This is an optimization exercise on Yosys and OpenROAD, whose aim is small area, a short achievable clock period and few clock cycles per item, not a production implementation. RTL that was checked went through simulation tests only; none was proved equivalent to the original.

## JK
## tea
module tea (
   input        clk,
   input        rstb,
   input [15:0] delta,
   input [ 2:0] round,
   input [63:0] key,
   input        enc_write,
   input [31:0] enc_wdata,
  output        enc_valid,
  output [31:0] enc_rdata,
   input        dec_write,
   input [31:0] dec_wdata,
  output        dec_valid,
  output [31:0] dec_rdata
);
Size: about 150 flip-flops.
==> module tinyenc, before the edit <==
module tinyenc
#(
  parameter        SHL   =  4,
  parameter        SHR   =  5
)
(
   input     [15:0] delta,
   input     [ 2:0] round,
   input     [31:0] kh,
   input            g,
  output            valid,
  output     [31:0] rdata,
   input     [31:0] wdata,
   input            write,
   input            clk, rstb
);
reg        busy, wt;
reg [ 6:0] c;             
reg [15:0] p, q, sum;
assign valid = ~busy;
assign rdata = {q, p};
wire        step = busy & ~wt;
wire        rend = step & g;                  
wire [ 6:0] mask = ~(7'h7f << round);          
wire        last = &(c | ~mask);
wire [15:0] ka = kh[15:0];
wire [15:0] kb = kh[31:16];
wire [15:0] f  = ((q<<SHL) + ka) ^ (q + sum) ^ ((q>>SHR) + kb);
always @(negedge rstb or posedge clk) begin
  if (~rstb) busy <= 1'b0;
  else if (~busy) busy <= write;
  else if (rend & last) busy <= 1'b0;
end
always @(posedge clk) begin
  wt  <= ~busy & ~g;
  c   <= busy ? c + {6'd0, rend} : 7'd0;
  sum <= busy ? sum + (rend ? delta : 16'd0) : delta;
  if (~busy) begin
    if (write) begin
      p <= wdata[15:0];
      q <= wdata[31:16];
    end
  end
  else if (step) begin
    p <= q;
    q <= p + f;
  end
end
endmodule
==> module tinydec, before the edit <==
module tinydec
#(
  parameter        SHL   =  4,
  parameter        SHR   =  5
)
(
   input     [15:0] delta,
   input     [ 2:0] round,
   input     [31:0] kh,
   input            g,
  output            valid,
  output     [31:0] rdata,
   input     [31:0] wdata,
   input            write,
   input            clk, rstb
);
reg        busy, wt;
reg [ 6:0] c;             
reg [15:0] p, q, sum;
assign valid = ~busy;
assign rdata = {p, q};
wire        step = busy & ~wt;
wire        rend = step & ~g;                 
wire [ 6:0] mask = ~(7'h7f << round);          
wire        last = &(c | ~mask);
wire [15:0] ka = kh[15:0];
wire [15:0] kb = kh[31:16];
wire [15:0] f  = ((q<<SHL) + ka) ^ (q + sum) ^ ((q>>SHR) + kb);
always @(negedge rstb or posedge clk) begin
  if (~rstb) busy <= 1'b0;
  else if (~busy) busy <= write;
  else if (rend & last) busy <= 1'b0;
end
always @(posedge clk) begin
  wt  <= ~busy & g;
  c   <= busy ? c + {6'd0, rend} : 7'd0;
  sum <= busy ? sum - (rend ? delta : 16'd0) : delta << round;
  if (~busy) begin
    if (write) begin
      p <= wdata[31:16];
      q <= wdata[15:0];
    end
  end
  else if (step) begin
    p <= q;
    q <= p - f;
  end
end
endmodule
==> flow/config.mk <==
export PLATFORM = sky130hd
export DESIGN_NAME = tea
export DESIGN_NICKNAME = tea
export VERILOG_FILES = /design/flow/design.v
export SDC_FILE = /design/flow/constraint.sdc
export NUM_CORES = 4
export LEC_CHECK = 0
export ABC_AREA = 1
export CAP_MARGIN = 20
export CORE_MARGIN = 2
export CORE_UTILIZATION = 40
export SLEW_MARGIN = 20
==> flow/constraint.sdc <==
create_clock -name core_clock -period 11.0 [get_ports {clk}]
set_input_delay 2.2000 -clock core_clock [delete_from_list [all_inputs] [get_ports {clk}]]
set_output_delay 2.2000 -clock core_clock [all_outputs]
set_load 0.01 [all_outputs]
standard.sh (not shown) runs the stock make flow with config.mk's settings and CLKGATE_MAP_FILE= SYNTH_SCRIPT=/design/flow/synth_recipe.tcl, a recipe that flattens the netlist after the stock synthesis.
==> flow/flow/run.sh <==
#!/bin/bash
# Standard ORFS layout, with the port buffers made of buf_1 cells instead of
# the larger, slower cell buffer_ports picks by default.
set -o pipefail
export BUFFER_PORTS_ARGS="-buffer_cell sky130_fd_sc_hd__buf_1"
export SETUP_SLACK_MARGIN=7.0
bash standard.sh > standard.log 2>&1
### JK -> TR
-- flow/design.v --
<<< JK, line 26
wire [15:0] ka = kh[15:0];
wire [15:0] kb = kh[31:16];
wire [15:0] f  = ((q<<SHL) + ka) ^ (q + sum) ^ ((q>>SHR) + kb);
always @(negedge rstb or posedge clk) begin
  if (~rstb) busy <= 1'b0;
>>> TR, line 26
wire [15:0] ka = kh[15:0];
wire [15:0] kb = kh[31:16];
function [15:0] add16;
  input [15:0] a, b;
  input        ci;
  integer i, l;
  reg [15:0] g, p, g2, p2, x;
  begin
    x = a ^ b;
    g = a & b;
    p = x;
    g[0] = g[0] | (p[0] & ci);
    for (l = 0; l < 4; l = l + 1) begin
      g2 = g;
      p2 = p;
      for (i = 0; i < 16; i = i + 1)
        if ((i >> l) & 1) begin
          g2[i] = g[i] | (p[i] & g[((i >> l) << l) - 1]);
          p2[i] = p[i] & p[((i >> l) << l) - 1];
        end
      g = g2;
      p = p2;
    end
    add16 = x ^ {g[14:0], ci};
  end
endfunction
wire [15:0] f  = add16(q << SHL, ka, 1'b0) ^ add16(q, sum, 1'b0) ^ add16(q >> SHR, kb, 1'b0);
always @(negedge rstb or posedge clk) begin
  if (~rstb) busy <= 1'b0;
<<< JK, line 44
  else if (step) begin
    p <= q;
    q <= p + f;
  end
end
>>> TR, line 68
  else if (step) begin
    p <= q;
    q <= add16(p, f, 1'b0);
  end
end
<<< JK, line 75
wire [15:0] ka = kh[15:0];
wire [15:0] kb = kh[31:16];
wire [15:0] f  = ((q<<SHL) + ka) ^ (q + sum) ^ ((q>>SHR) + kb);
always @(negedge rstb or posedge clk) begin
  if (~rstb) busy <= 1'b0;
>>> TR, line 99
wire [15:0] ka = kh[15:0];
wire [15:0] kb = kh[31:16];
function [15:0] add16;
  input [15:0] a, b;
  input        ci;
  integer i, l;
  reg [15:0] g, p, g2, p2, x;
  begin
    x = a ^ b;
    g = a & b;
    p = x;
    g[0] = g[0] | (p[0] & ci);
    for (l = 0; l < 4; l = l + 1) begin
      g2 = g;
      p2 = p;
      for (i = 0; i < 16; i = i + 1)
        if ((i >> l) & 1) begin
          g2[i] = g[i] | (p[i] & g[((i >> l) << l) - 1]);
          p2[i] = p[i] & p[((i >> l) << l) - 1];
        end
      g = g2;
      p = p2;
    end
    add16 = x ^ {g[14:0], ci};
  end
endfunction
wire [15:0] f  = add16(q << SHL, ka, 1'b0) ^ add16(q, sum, 1'b0) ^ add16(q >> SHR, kb, 1'b0);
always @(negedge rstb or posedge clk) begin
  if (~rstb) busy <= 1'b0;
<<< JK, line 93
  else if (step) begin
    p <= q;
    q <= p - f;
  end
end
>>> TR, line 141
  else if (step) begin
    p <= q;
    q <= add16(p, ~f, 1'b1);
  end
end
### Flow results
Looking only at starting density of the core, and setting everything else aside, the higher value of JK and TR goes to TR.
Against JK, TR reports a die outline area that is lower.
Number of cells in the finished layout apart from fillers in TR vs JK: down about 8%
Changes observed in TR relative to JK: largest clock skew in the final design rose 4.1 ps, routed length on met1 decreased 13%, portion of the post-synthesis area used by sequential elements climbed 2.0 points.
Sort JK and TR by total number of placement rows asc -> top: TR
On fraction of area in clock buffers and inverters, JK and TR are neck and neck.
Testbench counts of TR, summed over its fixed seeds: cycles 85,704, items 2,560.
The RTL of JK was laid out without a check of its function.

==> what the ideal ports hide <==
The flow's constraints put no driver on any port. The routed layouts listed below were extracted and timed again, unchanged, in two steps.
Step 1 assumes that a clkbuf_16 drives the clock port and a buf_2 every other input.
Step 2 also shifts input and output timing later by t, the mid clock arrival at the registers, as if the neighbouring blocks saw the same clock.
a / b / c = ideal ports / drivers / drivers and shift; a / b = the first two.
run	shift t [ns]	slack for setup (ns)	latest minus earliest clock arrival (ns)	worst data-port slew with drivers (ns)
JK	0.500	7.209 / 7.199 / 6.730	0.013 / 0.013	0.06
TR	0.479	7.113 / 7.113 / 6.677	0.017 / 0.017	0.06
After both steps every run listed still meets setup and hold. The setup slack of JK, which loses most, moves by -0.010 ns with the drivers and by -0.479 ns with both steps.
